Context: an optimization exercise on an open-source flow, tuned for a short achievable clock period and few clock cycles. The choices shown serve that exercise and are no tape-out recipe.
Function was checked by simulation only, so behaviour that the tests miss may differ from the original.
Power and IR drop assume default switching activity.

`flow/run.sh`:
```
#!/bin/bash
# synth_recipe.tcl (not shown) runs the flow's synth.tcl, then flattens the netlist and writes it again
# the make line also repeats each setting of config.mk as NAME=value (left out here)
make -C /OpenROAD-flow-scripts/flow DESIGN_CONFIG=/design/flow/config.mk WORK_HOME=/design/flow/orfs CLKGATE_MAP_FILE= SYNTH_SCRIPT=/design/flow/synth_recipe.tcl finish
```
`flow/config.mk`:
```
export PLATFORM = sky130hd
export DESIGN_NAME = micro
export DESIGN_NICKNAME = micro
export VERILOG_FILES = /design/flow/design.v
export SDC_FILE = /design/flow/constraint.sdc
export NUM_CORES = 4
export LEC_CHECK = 0
export CAP_MARGIN = 20
export CORE_MARGIN = 2
export CORE_UTILIZATION = 40
export SETUP_SLACK_MARGIN = 2.6
export SLEW_MARGIN = 20
export TNS_END_PERCENT = 100
```
`flow/constraint.sdc`:
```
create_clock -name core_clock -period 5.0 [get_ports {_iClk}]
set_input_delay 1.0000 -clock core_clock [delete_from_list [all_inputs] [get_ports {_iClk}]]
set_output_delay 1.0000 -clock core_clock [all_outputs]
set_load 0.01 [all_outputs]
```
`flow/design.v`:
```
module alu
(
    input  logic [7:0]  a,
    input  logic [7:0]  bIn,
    input  logic [1:0]  f,
    input  logic        lg,
    input  logic        cFlag,
    output logic [10:0] y
);
    logic       sub, ci, co, za, zl;
    logic [7:0] aa, b, g, p, c, sum, lres, res;
    logic       G10, P10, G32, P32, G54, P54, G76, P76;
    logic       G20, P20, G30, P30, G64, P64, G74, P74;
    logic       G40, P40, G50, P50, G60, P60, G70, P70;
    always_comb begin
        sub = f[0];
        ci  = f[1] & cFlag;
        aa  = a ^ {8{sub}};
        b   = bIn;
        g   = aa & b;
        p   = aa ^ b;
        G10 = g[1] | (p[1] & g[0]);   P10 = p[1] & p[0];
        G32 = g[3] | (p[3] & g[2]);   P32 = p[3] & p[2];
        G54 = g[5] | (p[5] & g[4]);   P54 = p[5] & p[4];
        G76 = g[7] | (p[7] & g[6]);   P76 = p[7] & p[6];
        G20 = g[2] | (p[2] & G10);    P20 = p[2] & P10;
        G30 = G32  | (P32  & G10);    P30 = P32  & P10;
        G64 = g[6] | (p[6] & G54);    P64 = p[6] & P54;
        G74 = G76  | (P76  & G54);    P74 = P76  & P54;
        G40 = g[4] | (p[4] & G30);    P40 = p[4] & P30;
        G50 = G54  | (P54  & G30);    P50 = P54  & P30;
        G60 = G64  | (P64  & G30);    P60 = P64  & P30;
        G70 = G74  | (P74  & G30);    P70 = P74  & P30;
        c[0] = ci;
        c[1] = g[0] | (p[0] & ci);
        c[2] = G10  | (P10  & ci);
        c[3] = G20  | (P20  & ci);
        c[4] = G30  | (P30  & ci);
        c[5] = G40  | (P40  & ci);
        c[6] = G50  | (P50  & ci);
        c[7] = G60  | (P60  & ci);
        co   = G70  | (P70  & ci);
        sum  = p ^ c ^ {8{sub}};
        if (sub)
            za = ((a ^ ~bIn) == {a[6:0] | ~bIn[6:0], !ci});
        else
            za = ((a ^ bIn) == {a[6:0] | bIn[6:0], ci});
        case (f)
            2'd0:    lres = ~(a | bIn);
            2'd1:    lres = ~(a & bIn);
            2'd2:    lres = a ^ bIn;
            default: lres = ~(a ^ bIn);
        endcase
        zl  = (lres == 8'd0);
        res = lg ? lres : sum;
        y   = {lg ? 1'b0 : co, lg ? zl : za, res[7], res};
    end
endmodule
module micro
(
    input  logic        _iClk,
    input  logic        _iReset,
    input  logic [7:0]  _iInstMemData,
    output logic [7:0]  _oInstMemAddr,
    input  logic [7:0]  _iDataMemRData,
    output logic [7:0]  _oDataMemAddr,
    output logic [7:0]  _oDataMemWData,
    output logic        _oDataMemWrite
);
    localparam int CW = 8;
    logic [7:0]        romAddr;
    logic [7:0]        opTmp;
    logic              f2V;
    logic              f2Free;
    logic              f2Same;
    logic              f2Dem;
    logic [6:0]        f2Idx;
    logic [CW-1:0]     f2C;
    logic              f2Ju;
    logic              f2Plain;
    logic [7:0]        f2Pn;
    logic [7:0]        f2Ka;
    logic              f2Pt;
    localparam int NE = 64;
    logic [NE-1:0]     cValid;
    logic [NE-1:0]     cTag;         
    logic [NE-1:0]     cPlain;       
    logic [NE-1:0]     cPt;          
    logic [CW*NE-1:0]  cCtl;
    logic [8*NE-1:0]   cPn;          
    logic [8*NE-1:0]   cKa;          
    logic [7:0]        pc;
    logic [CW-1:0]     fC;
    logic [7:0]        fPn;
    logic [7:0]        fKa;
    logic              fPt;
    logic              fHit;
    logic [7:0] pcA, pcN, pcK;
    wire  [7:0] pcNt = ~pcN;
    wire  [7:0] pcKt = ~pcK;
    assign fPn[3:0] = cPn[pc[6:1]*8 +: 4];
    assign fPn[7:4] = cPn[pcA[6:1]*8 + 4 +: 4];
    assign fHit = cValid[pcA[6:1]] && (cTag[pcA[6:1]] == pcA[7]);
    assign fC   = cCtl[pcNt[6:1]*CW +: CW];
    assign fKa  = cKa[pcKt[6:1]*8 +: 8];
    assign fPt  = cPt[pcKt[6:1]];
    logic       fBad;
    logic       badLast;
    logic [7:0] pcPrev;
    assign fBad = !fHit && (cValid[pcA[6:1]] || pcA[7]);
    logic              xRedirect;
    logic [6:0]        xIdx;
    logic [7:0]        xPn;
    logic [7:0]        xKa;
    logic              xPt;
    logic              uV;
    logic [6:0]        uIdx;
    logic [7:0]        uPn;
    logic [7:0]        uKa;
    logic              uPt;
    logic       missV;
    logic       f3V;
    logic [6:0] f3Idx;
    logic       wantV;
    logic [6:0] wantIdx;
    logic [7:0] missPc;
    logic       inFlight;
    assign inFlight = (romAddr[7:1] == missPc[7:1]) ||
                      (f2V && (f2Idx == missPc[7:1])) ||
                      (f3V && (f3Idx == missPc[7:1]));
    always_ff @(posedge _iClk) begin
        logic ld, st, alu, ju, jc, imm, lg;
        logic [7:0] op, arg, tgt, fall;
        logic [6:0] idx;
        op   = opTmp;
        arg  = _iInstMemData;
        idx  = romAddr[7:1];
        ld   = (op == 8'h00) || (op == 8'h02);
        st   = (op == 8'h01) || (op == 8'h03);
        alu  = ((op[7:6] == 2'b01) || (op[7:6] == 2'b10)) && (op[5:3] == 3'b000);
        ju   = (op == 8'hC0);
        jc   = (op[7:2] == 6'b110000) && (op[1:0] != 2'b00);
        imm  = (op[7:6] == 2'b00) ? op[1] : op[2];
        lg   = op[7];
        fall = {idx, 1'b0} + 8'd2;
        tgt  = fall + arg;
        f2Idx   <= idx;
        f2Free  <= !cValid[idx[5:0]];
        f2Same  <= cValid[idx[5:0]] && (cTag[idx[5:0]] == idx[6]);
        f2Dem   <= wantV && (idx == wantIdx);
        f2C     <= {op[1:0], lg, imm, jc, alu, st, ld};
        f2Ju    <= ju;
        f2Plain <= !ju && !jc;
        f2Pt    <= arg[7];
        f2Pn    <= (ju || (jc && arg[7])) ? tgt : fall;
        f2Ka    <= !jc ? arg : (arg[7] ? fall : tgt);
    end
    always_ff @(posedge _iClk, posedge _iReset) begin
        if (_iReset) begin
            romAddr <= 8'd0;
            missV   <= 1'b0;
            f3V     <= 1'b0;
            wantV   <= 1'b0;
            f2V     <= 1'b0;
            cValid  <= '0;
        end
        else begin
            missV <= !fHit && !xRedirect && !badLast;
            if (!fHit && !xRedirect && !badLast)
                wantV <= 1'b1;
            else if (f2V && f2Dem)
                wantV <= 1'b0;
            f3V   <= f2V;
            if (missV && !inFlight)
                romAddr <= missPc;
            else
                romAddr <= romAddr + 8'd1;
            f2V <= romAddr[0];
            if (f2Wr)
                cValid[f2Idx[5:0]] <= 1'b1;
        end
    end
    logic       f2Wr;
    logic [6:0] f2Prev;
    assign f2Wr   = f2V && !f2Same && (f2Free || f2Dem);
    assign f2Prev = f2Idx - 7'd1;
    always_ff @(posedge _iClk) begin
        missPc <= pc;
        if (!fHit && !xRedirect && !badLast)
            wantIdx <= pc[7:1];
        f3Idx  <= f2Idx;
        if (!romAddr[0])
            opTmp <= _iInstMemData;
        for (int i = 0; i < NE; i++) begin
            if (f2Wr && f2Idx[5:0] == i) begin
                cTag[i]          <= f2Idx[6];
                cCtl[i*CW +: CW] <= f2C;
                cPlain[i]        <= f2Plain;
                cKa[i*8 +: 8]    <= f2Ka;
                cPt[i]           <= f2Pt;
            end
            else if (uV && uIdx[5:0] == i && cTag[i] == uIdx[6]) begin
                cKa[i*8 +: 8]    <= uKa;
                cPt[i]           <= uPt;
            end
        end
    end
    always_ff @(posedge _iClk, posedge _iReset) begin
        if (_iReset) begin
            for (int i = 0; i < NE; i++)
                cPn[i*8 +: 8] <= 8'(2 * i);
        end
        else begin
            for (int i = 0; i < NE; i++) begin
                if (f2Wr && f2Idx[5:0] == i)
                    cPn[i*8 +: 8] <= f2Pn;
                else if (uV && uIdx[5:0] == i && cTag[i] == uIdx[6])
                    cPn[i*8 +: 8] <= uPn;
                else if (f2V && f2Ju && f2Prev[5:0] == i && cValid[i] &&
                         cTag[i] == f2Prev[6] && cPlain[i])
                    cPn[i*8 +: 8] <= f2Pn;
            end
        end
    end
    always_ff @(posedge _iClk, posedge _iReset) begin
        if (_iReset)
            uV <= 1'b0;
        else
            uV <= xRedirect;
    end
    always_ff @(posedge _iClk) begin
        uIdx <= xIdx;
        uPn  <= xKa;
        uKa  <= xPn;
        uPt  <= !xPt;
    end
    assign _oInstMemAddr = romAddr;
    logic          xV;
    logic [CW-1:0] xC;
    logic [7:0]    acc;
    logic          flagC, flagZ, flagN;
    wire        xLd  = xC[0];
    wire        xAlu = xC[2];
    wire        xJc  = xC[3];
    wire        xImm = xC[4];
    wire        xLg  = xC[5];
    wire [1:0]  xF   = xC[7:6];
    logic [7:0]  aluB;
    logic [10:0] aluY;
    assign aluB = xImm ? xKa : _iDataMemRData;
    alu aluInst (.a(acc), .bIn(aluB), .f(xF), .lg(xLg), .cFlag(flagC), .y(aluY));
    logic [7:0] accNext;
    logic       cNext, zNext, nNext;
    always_comb begin
        accNext = acc;
        cNext   = flagC;
        zNext   = flagZ;
        nNext   = flagN;
        if (xV && xLd)
            accNext = aluB;
        if (xV && xAlu) begin
            accNext = aluY[7:0];
            cNext   = aluY[10];
            zNext   = aluY[9];
            nNext   = aluY[8];
        end
    end
    logic xTaken;
    always_comb begin
        case (xF)
            2'd1: xTaken = flagZ;
            2'd2: xTaken = flagC;
            default: xTaken = flagN;
        endcase
        xRedirect = xV && xJc && (xTaken != xPt);
    end
    wire        fSt  = fC[1];
    wire        fImm = fC[4];
    logic [7:0] dAddr;
    logic       xSI;         
    assign _oDataMemAddr  = xSI ? acc : dAddr;
    assign _oDataMemWData = xSI ? xKa : acc;
    wire        fIssue = fHit && !xRedirect && !badLast;
    logic [7:0] pcNext;
    always_comb begin
        if (xRedirect)
            pcNext = xKa;
        else if (badLast)
            pcNext = pcPrev;
        else
            pcNext = fPn;
    end
    always_ff @(posedge _iClk, posedge _iReset) begin
        if (_iReset) begin
            pc             <= 8'd0;
            pcA            <= 8'd0;
            pcK            <= 8'd0;
            badLast        <= 1'b0;
            xV             <= 1'b0;
            acc            <= 8'd0;
            flagC          <= 1'b0;
            flagZ          <= 1'b1;
            flagN          <= 1'b0;
            _oDataMemWrite <= 1'b0;
        end
        else begin
            acc   <= accNext;
            flagC <= cNext;
            flagZ <= zNext;
            flagN <= nNext;
            xV <= fIssue;
            _oDataMemWrite <= fIssue && fSt;
            pc   <= pcNext;
            pcA  <= (xRedirect || badLast) ? (xRedirect ? xKa : pcPrev) : fPn;
            pcK  <= ~pcNext;
            badLast <= fBad && !xRedirect && !badLast;
        end
    end
    always_ff @(posedge _iClk) begin
        pcN    <= ~pcNext;
        pcPrev <= pc;
    end
    always_ff @(posedge _iClk) begin
        xC    <= fC;
        xPn   <= fPn;
        xKa   <= fKa;
        xPt   <= fPt;
        xIdx  <= pc[7:1];
        dAddr <= fKa;
        xSI   <= fSt && fImm;
    end
endmodule
```
==> results of run 1 <==
==> worst max-delay path: stages (launching register included) <==
cell and delay, ps:
dfrtp_4 500, buf_12 160, buf_16 150, buf_12 130
buf_12 130, mux4_2 420, mux4_2 590, a22oi_2 230
buf_6 170, a21oi_2 60, a21oi_2 260, o21ai_2 120
inv_1 80
==> stage by stage <==
step | instance area [sq um] | util [%]
floorplan | 96520 | -
global placement | 101100 | 42.48
detailed placement | 101100 | 42.49
CTS | 119200 | 50.06
global route | 126700 | 53.21
finish | 126700 | 53.21
==> final timing paths <==
| check | start | end | slack, ps | cells after the start |
|---|---|---|---|---|
| max | pcA[1]$_DFF_PP0_ | pcK[6]$_DFF_PP0_ | 1910 | 12 |
| min | pc[0]$_DFF_PP0_ | missPc[0]$_DFF_P_ | 320 | 0 |
| max reg2reg | pcA[1]$_DFF_PP0_ | pcK[6]$_DFF_PP0_ | 1910 | 12 |
| min reg2reg | pc[0]$_DFF_PP0_ | missPc[0]$_DFF_P_ | 320 | 0 |
| max in group asynchronous | _iReset | cPn[201]$_DFFE_PP1P_ | 3200 | 4 |
| min in group asynchronous | _iReset | cPn[42]$_DFFE_PP0P_ | 570 | 2 |
==> power groups by stage <==
stage	Clock, W	Combinational [W]	Sequential (W)
floorplan	0	0.0148	0.0207
global placement	0	0.0193	0.0229
detailed placement	0	0.0196	0.0230
CTS	0.0162	0.0267	0.0222
global route	0.0168	0.0309	0.0225
finish	0.0161	0.0299	0.0224
==> cell type report <==
| class | instances | area (sq um) |
|---|---|---|
| Multi-Input combinational cell | 3815 | 45660 |
| Antenna cell | 4 | 10.01 |
| Timing Repair Buffer | 1090 | 14650 |
| Timing Repair inverter | 1 | 7.507 |
| Tap cell | 3167 | 3963 |
| Fill cell | 18689 | 111400 |
| Clock buffer | 270 | 5617 |
| Inverter | 55 | 239.0 |
| Clock inverter | 109 | 1359 |
| Sequential cell | 1962 | 55180 |
==> what timing repair did <==
| action | in CTS | in global routing |
|---|---|---|
| setup endpoints to repair | 2470 | 1495 |
| cloned | 65 | 44 |
| pin swaps | 263 | 291 |
| setup buffers | 397 | 229 |
| gates resized for setup | 1526 | 1093 |
==> sequential cells by signal (all words and copies together) (netlist names), 64 cells and up <==
register	count
cValid	64
cPt	64
cPlain	64
cKa	512
cCtl	512
cTag	64
cPn	512
==> layer usage <==
metal  share of wire, %  routed length, um
met5              0.012                 42
met4                5.4              19530
met3                 11              39670
met2                 45             161600
met1                 39             141800
==> cells by family after synthesis <==
| family | after synthesis | synth area share (%) |
|---|---|---|
| flip-flops | 1962 | 57.39 |
| multiplexers | 1828 | 27.81 |
| AND/OR/NAND/NOR | 918 | 4.127 |
| AO/OA/AOI/OAI | 790 | 5.286 |
| buffers and inverters | 637 | 2.663 |
| XOR/XNOR | 218 | 2.009 |
| adder cells (fa/ha/maj) | 53 | 0.7081 |
==> cells in the final DEF (no fill, tap or decap), drive strengths merged, types with 9 or more instances in the layout <==
master and instances:
a21o 18, a21oi 136, a22oi 26, a31o 24, a31oi 46, a41o 11
a41oi 11, and3 51, buf 1030, bufinv 25, clkbuf 310, clkdlybuf4s50 16
clkinv 72, clkinvlp 14, dfrtp 431, dfstp 193, dfxtp 107, edfxtp 1231
ha 51, inv 54, mux2 814, mux2i 429, mux4 585, nand2 424
nand2b 9, nand3 79, nand4 11, nor2 266, nor2b 15, nor3 31
o2111ai 15, o211ai 10, o21ai 417, o21bai 44, xnor2 138, xor2 80
==> results_dict.tcl, run 1 <==
set metrics [dict create \
    setup-tns-final_ps 0 \
    io_buffers 42 \
    pin_count 43 \
    crit_type "reg -> reg" \
    switching_share_pct 36.22 \
    drtPass1Iterations 6 \
    min_period_ps 3093 \
    grtUsageMet1_pct 37.79 \
    yosys.area.top_type_share_pct 38.60 \
    finalClockSkew_ps 52.53 \
    place.gp.congestion 0.9930 \
    grt_usage_pct 27.97 \
    drtAntennaViolNets 0 \
    syn-cell-area_sq_um 95770 \
    p_leak_nw 46.18 \
    viasPerCell 6.251 \
    drive_above_1_share_pct 55.70 \
    switchingPower_w 0.02477 \
    drt-total-wl_mm 362.7 \
    synth-seq-cells 1962 \
    path_clk_slew_ps 70 \
    cts_max_level 4 \
    design.core.area_sq_um 238100 \
    syn_inst 6406 \
    internal-power_w 0.04362 \
    power.density_nw_per_um2 539.8 \
    critPathArrivalTime_ps 3890 \
    clockBufferDepth 3 \
    final_cells 10473 \
    yosys.area.top_type "edfxtp_1" \
    placedCellCount 9355 \
    place_ws_ps 1244 \
    cts_tree "done" \
    gr-max-usage-layer "met2" \
    path_max_fanout 6 \
    clkSinkCount 1962 \
    power_w 0.06838 \
    fin_ws_ps 1907 \
    p_clk_share_pct 23.5 \
    cts_root_buffer "clkbuf_16" \
    avgSynthCellArea_sq_um 14.95 \
    fin_nets 7199 \
    holdWs_ps 318.9 \
    setup_viol 0 \
    hold_viol 0 \
    peakVddDrop_uv 452.7 \
    dieArea_sq_um 243300 \
    grt_max_degree 109 \
    syn_nets 6477 \
    p_comb_share_pct 43.7 \
    slew_viol_final 0 \
    grt_pass1_vias 62960 \
    synth_edf_count 1231 \
    endpoint_kind "flop" \
    wl_per_cell_um 34.63 \
    maxSlewHeadroom_pct 23.52 \
    cts_hold_buffers 0 \
    met2_usage_pct 42.60 \
    tightest_slew_ps 1146 \
    grt_use_met3_pct 7.020 \
    grt_pass1_wl_mm 487.3 \
    cts_inserted_buffers 203 \
    synth-async-reset-ratio_pct 31.80 \
    yosys_warnings 2 \
    hold_path.class "reg -> reg" \
    synth.most_common_cell "edfxtp_1" \
    fin_crit_sh_pct 61.86 \
    seqPwrFrac_pct 32.8 \
    status "no timing/DRC/antenna violations" \
    initial_core_util_pct 40.23 \
    rsz0062_at_grt "true" \
    insertion_delay_ps 880 \
    synth_ff_type "edfxtp_1" \
    syn2layout_area_growth_pct 32.28 \
    rows 179 \
    drtIter0Drc 7706 \
    cp.required_ps 5790 \
    ys_seq_area_share_pct 57.39 \
    drcViolationCount 0 \
    synth.area.top_cells "edfxtp_1, mux4_2, dfrtp_1" \
    synth_commonest_cells "edfxtp_1, mux2_2, mux4_2, dfrtp_1, mux2i_1" \
    cap_viol_max_count 0 \
    fmax_mhz 323.3 \
    ys_types 81 \
    antenna_found_initial 10 \
    hpwl_mm 208.5 \
    start_kind "flop" \
    die_w_um 493.3 \
    vias 65467 \
    overflow 0 \
    chipHeight_um 493.3 \
]
Testbench counts, summed over its fixed seeds: cycles 24,178.
==> inputs of run 2 (changes only) <==
--- a/flow/design.v
+++ b/flow/design.v
@@ -97,10 +97,16 @@
     logic              fHit;
-    logic [7:0] pcA, pcN, pcK;
-    wire  [7:0] pcNt = ~pcN;
-    wire  [7:0] pcKt = ~pcK;
-    assign fPn[3:0] = cPn[pc[6:1]*8 +: 4];
-    assign fPn[7:4] = cPn[pcA[6:1]*8 + 4 +: 4];
-    assign fHit = cValid[pcA[6:1]] && (cTag[pcA[6:1]] == pcA[7]);
-    assign fC   = cCtl[pcNt[6:1]*CW +: CW];
-    assign fKa  = cKa[pcKt[6:1]*8 +: 8];
+    logic [7:0] pcA, pcB, pcD, pcN, pcN2, pcK, pcK2;
+    wire  [7:0] pcNt  = ~pcN;
+    wire  [7:0] pcN2t = ~pcN2;
+    wire  [7:0] pcKt  = ~pcK;
+    wire  [7:0] pcK2t = ~pcK2;
+    assign fPn[1:0] = cPn[pc[6:1]*8 +: 2];
+    assign fPn[3:2] = cPn[pcA[6:1]*8 + 2 +: 2];
+    assign fPn[5:4] = cPn[pcB[6:1]*8 + 4 +: 2];
+    assign fPn[7:6] = cPn[pcD[6:1]*8 + 6 +: 2];
+    assign fHit = cValid[pc[6:1]] && (cTag[pc[6:1]] == pc[7]);
+    assign fC[3:0]  = cCtl[pcNt[6:1]*CW +: 4];
+    assign fC[7:4]  = cCtl[pcN2t[6:1]*CW + 4 +: 4];
+    assign fKa[3:0] = cKa[pcKt[6:1]*8 +: 4];
+    assign fKa[7:4] = cKa[pcK2t[6:1]*8 + 4 +: 4];
     assign fPt  = cPt[pcKt[6:1]];
@@ -109,3 +115,3 @@
     logic [7:0] pcPrev;
-    assign fBad = !fHit && (cValid[pcA[6:1]] || pcA[7]);
+    assign fBad = !fHit && (cValid[pc[6:1]] || pc[7]);
     logic              xRedirect;
@@ -296,3 +302,6 @@
             pcA            <= 8'd0;
+            pcB            <= 8'd0;
+            pcD            <= 8'd0;
             pcK            <= 8'd0;
+            pcK2           <= 8'd0;
             badLast        <= 1'b0;
@@ -314,3 +323,7 @@
             pcA  <= (xRedirect || badLast) ? (xRedirect ? xKa : pcPrev) : fPn;
+            pcB  <= badLast ? pcPrev : (xRedirect ? xKa : fPn);
+            pcD  <= ({8{xRedirect}} & xKa) | ({8{badLast}} & pcPrev) |
+                    ({8{!xRedirect && !badLast}} & fPn);
             pcK  <= ~pcNext;
+            pcK2 <= ~((xRedirect || badLast) ? (xRedirect ? xKa : pcPrev) : fPn);
             badLast <= fBad && !xRedirect && !badLast;
@@ -320,2 +333,3 @@
         pcN    <= ~pcNext;
+        pcN2   <= ~(badLast ? pcPrev : (xRedirect ? xKa : fPn));
         pcPrev <= pc;
==> run 2 against run 1 <==
Clock-buffer cell count increased by 16. Synthesized cell count decreased by 1.4%. Power increased by 3.8%. Sequential cell count increased by 23. Die area increased by 1.6%. Final area decreased by 2.0%. Critical path depth decreased by 1. Clock power increased by 2%. Global-route usage decreased by 0.50 points. Core utilization decreased by 2.0 points. Fmax decreased by 1.5%. Sequential share of layout area increased by 1.4 points.
==> results_dict.tcl, run 2 <==
set metrics [dict create \
    path_delay_family "simple AND/OR/NAND/NOR gates" \
    critical_path_buf_inv_count 4 \
    cap_viol_max_count 0 \
    hold_viol 0 \
    drtAntennaViolNets 0 \
    setup_viol 0 \
    cp_common_cell "buf_12" \
    status "no timing/DRC/antenna violations" \
    cp.required_ps 5560 \
    maxSlewHeadroom_pct 28.21 \
    cp_slowest_cell "nand4_1" \
    syn2layout_area_growth_pct 27.58 \
    syn-cell-area_sq_um 97300 \
    synth_edf_count 1231 \
    synth-seq-cells 1985 \
    overflow 0 \
    rsz0062_at_grt "true" \
    tightest_slew_ps 1077 \
    grt_pass1_vias 63028 \
    cts_tree "done" \
    synth.most_common_cell "edfxtp_1" \
    clockBufferDepth 3 \
    hold_path_depth 0 \
    yosys.area.top_type "edfxtp_1" \
    ys_types 78 \
    path_max_fanout 8 \
    power.density_nw_per_um2 572.0 \
    reg_top3 "cCtl (512), cKa (512), cPn (512)" \
    p_comb_share_pct 44.8 \
    rows 181 \
    path_clk_slew_ps 60 \
    endpoint_kind "flop" \
    r2r_slack_ps 1860 \
    switching_share_pct 36.46 \
    yosys_warnings 2 \
    cts_inserted_buffers 211 \
    initial_core_util_pct 40.12 \
    critPathArrivalTime_ps 3700 \
    synth.area.top_cells "edfxtp_1, mux4_2, mux2_2" \
    grt_usage_pct 27.47 \
    p_clk_share_pct 23.2 \
    drt-total-wl_mm 350.3 \
    wl_per_cell_um 34.19 \
    avgSynthCellArea_sq_um 15.41 \
    grt_pass1_wl_mm 488.2 \
    crit_type "reg -> reg" \
    fin_crit_sh_pct 62.78 \
    most-common-layout-cells "edfxtp_1, mux2_2, mux4_2" \
    syn_inst 6315 \
    antenna_found_initial 11 \
    vias 63215 \
    hold_path.class "reg -> reg" \
    finalClockSkew_ps 78.54 \
    fin_ws_ps 1861 \
    path_cells "buf_12 -> buf_12 -> buf_16 -> nor2b_1 -> buf_4 -> a221oi_1 -> o21ai_1 -> nand4_1 -> xnor2_2 -> o22ai_4 -> nor2_4" \
    clkSinkCount 1985 \
    worstReg2RegStart "pc[1]$_DFF_PP0_" \
    layout_commonest_cell "edfxtp_1" \
    r2r_end "wantIdx[0]$_DFFE_PP_" \
    switchingPower_w 0.02589 \
    synth-async-reset-ratio_pct 32.29 \
    dieArea_sq_um 247200 \
    insertion_delay_ps 900 \
    die_w_um 497.2 \
    post-route-util_pct 51.18 \
    syn_nets 6386 \
    cts_max_level 4 \
    place.gp.congestion 0.9994 \
    slew_viol_final 0 \
    internal-power_w 0.04512 \
    design.core.area_sq_um 242500 \
    drcViolationCount 0 \
    io_buffers 42 \
    hpwl_mm 212.3 \
    p_leak_nw 45.62 \
    place_ws_ps 1209 \
    grt_max_degree 133 \
    drtIter0Drc 6957 \
    min_to "uKa[1]$_DFF_P_" \
    cts_root_buffer "clkbuf_16" \
    min_from "xPn[1]$_DFF_P_" \
    slowest_delay_ps 440 \
    fmax_mhz 318.6 \
    drive_above_1_share_pct 56.61 \
    min_period_ps 3139 \
    synth_ff_type "edfxtp_1" \
    ys_seq_area_share_pct 57.05 \
    synth_commonest_cells "edfxtp_1, mux2_2, mux4_2, dfrtp_1, clkbuf_1" \
    start_kind "flop" \
    chipHeight_um 497.2 \
    peakVddDrop_uv 417.2 \
    yosys.area.top_type_share_pct 37.99 \
    reg2regPathDepth 11 \
    viasPerCell 6.170 \
    fin_nets 6921 \
    seqPwrFrac_pct 32.0 \
    drtPass1Iterations 5 \
    pin_count 43 \
]
## run 2: kinds of logic (layout without fill, tap and decap cells)
group                    Yosys count  after routing  share of synthesized area [%]
AO/OA/AOI/OAI                    638            653                          4.593
XOR/XNOR                         216            216                          1.983
adder cells (fa/ha/maj)           53             53                         0.6969
buffers and inverters            605           1310                          2.484
flip-flops                      1985           1985                          57.05
multiplexers                    2005           2005                          29.55
other                              0              3                              0
AND/OR/NAND/NOR                  813            818                          3.649
## run 2: metal layers
metal	vias up	global-route usage, %	part of all wire, %
met3	807	5.800	9.0
met1	33683	36.61	39
met2	3196	42.59	46
met5	-	0	0.0069
met4	4	13.81	6.2
li1	25525	-	-
## run 2: worst max path at each step
stage                           from                  endpoint  cells past startpoint
finish               pc[1]$_DFF_PP0_      wantIdx[0]$_DFFE_PP_                     11
global route         pc[1]$_DFF_PP0_      wantIdx[0]$_DFFE_PP_                     11
CTS                  pc[2]$_DFF_PP0_      wantIdx[0]$_DFFE_PP_                      7
detailed placement  f2Idx[0]$_DFF_P_      cPn[316]$_DFFE_PP0P_                      9
global placement    f2Idx[0]$_DFF_P_      cPn[317]$_DFFE_PP0P_                      9
floorplan                    _iReset  _oDataMemWrite$_DFF_PP0_                      1
## run 2: final cells by class
| type | count | area [sq um] |
|---|---|---|
| clock inverter | 117 | 1204 |
| tap | 3202 | 4006 |
| inverter | 42 | 168.9 |
| multi-input combinational | 3745 | 45710 |
| timing repair buffer | 865 | 11160 |
| fill | 19581 | 118400 |
| clock buffer | 286 | 6112 |
| sequential | 1985 | 55770 |
| antenna | 3 | 7.507 |
## run 2: metrics by stage
stage / power (W) / hold slack [ps] / cells / cell area, sq um / TNS (ps)
CTS: 0.06771 / 320.6 / 10085 / 120000 / 0
global placement: 0.04378 / 311.6 / 9289 / 103000 / 0
detailed placement: 0.04416 / 312.0 / 9291 / 103000 / 0
global route: 0.07314 / 327.0 / 10244 / 124100 / 0
finish: 0.07101 / 326.5 / 10245 / 124100 / 0
floorplan: 0.03645 / 309.6 / 6315 / 98220 / -2479610
## run 2: worst reg2reg max path, cell delays in order (launching register included)
cell	delay (ps)
dfrtp_4	430
buf_12	150
buf_12	150
buf_16	150
nor2b_1	180
buf_4	280
a221oi_1	140
o21ai_1	150
nand4_1	440
xnor2_2	350
o22ai_4	140
nor2_4	250
## run 2: power by group through the flow
stage	registers (W)	logic (W)	clock network (W)
floorplan	0.0210	0.0154	0
global placement	0.0239	0.0199	0
detailed placement	0.0239	0.0203	0
CTS	0.0226	0.0285	0.0166
global route	0.0229	0.0330	0.0173
finish	0.0227	0.0318	0.0165
## run 2: repair_timing
action	in CTS	in global routing
resized for setup	1173	642
endpoints found under the setup margin	2371	1171
gates cloned	50	19
setup buffers	341	138
pin swaps	258	266
endpoints found under the hold margin	0	0
hold buffers	0	0
Testbench counts of run 2, summed over its fixed seeds: cycles 24,178.

==> port drivers added, routing unchanged <==
The results above use ideal ports. As a check the final layouts listed here were re-extracted and re-timed, cells and wires unchanged. Step 1 sets driving cells, clkbuf_16 on the clock port and buf_2 on the other inputs (assumed; they add their load-dependent delay and slew). Step 2 adds t to the input delays and takes it off the output delays; t is the mean of the earliest and latest rising clock arrival at the registers after step 1. Input paths then give back, and output paths get back, about the clock's delay inside the block. Slacks: ideal ports / drivers / drivers and shift; pairs: ideal ports / drivers.
| run | t, ns | slack for setup (ns) | cell pins on the clock port's net |
|---|---|---|---|
| run 1 | 0.954 | 1.907 / 1.907 / 1.779 | 1 |
| run 2 | 0.963 | 1.861 / 1.861 / 1.542 | 1 |
After both steps setup and hold are still met in every run listed. The setup slack of run 2, which loses most, moves by 0.000 ns with the drivers and by -0.319 ns with both steps.
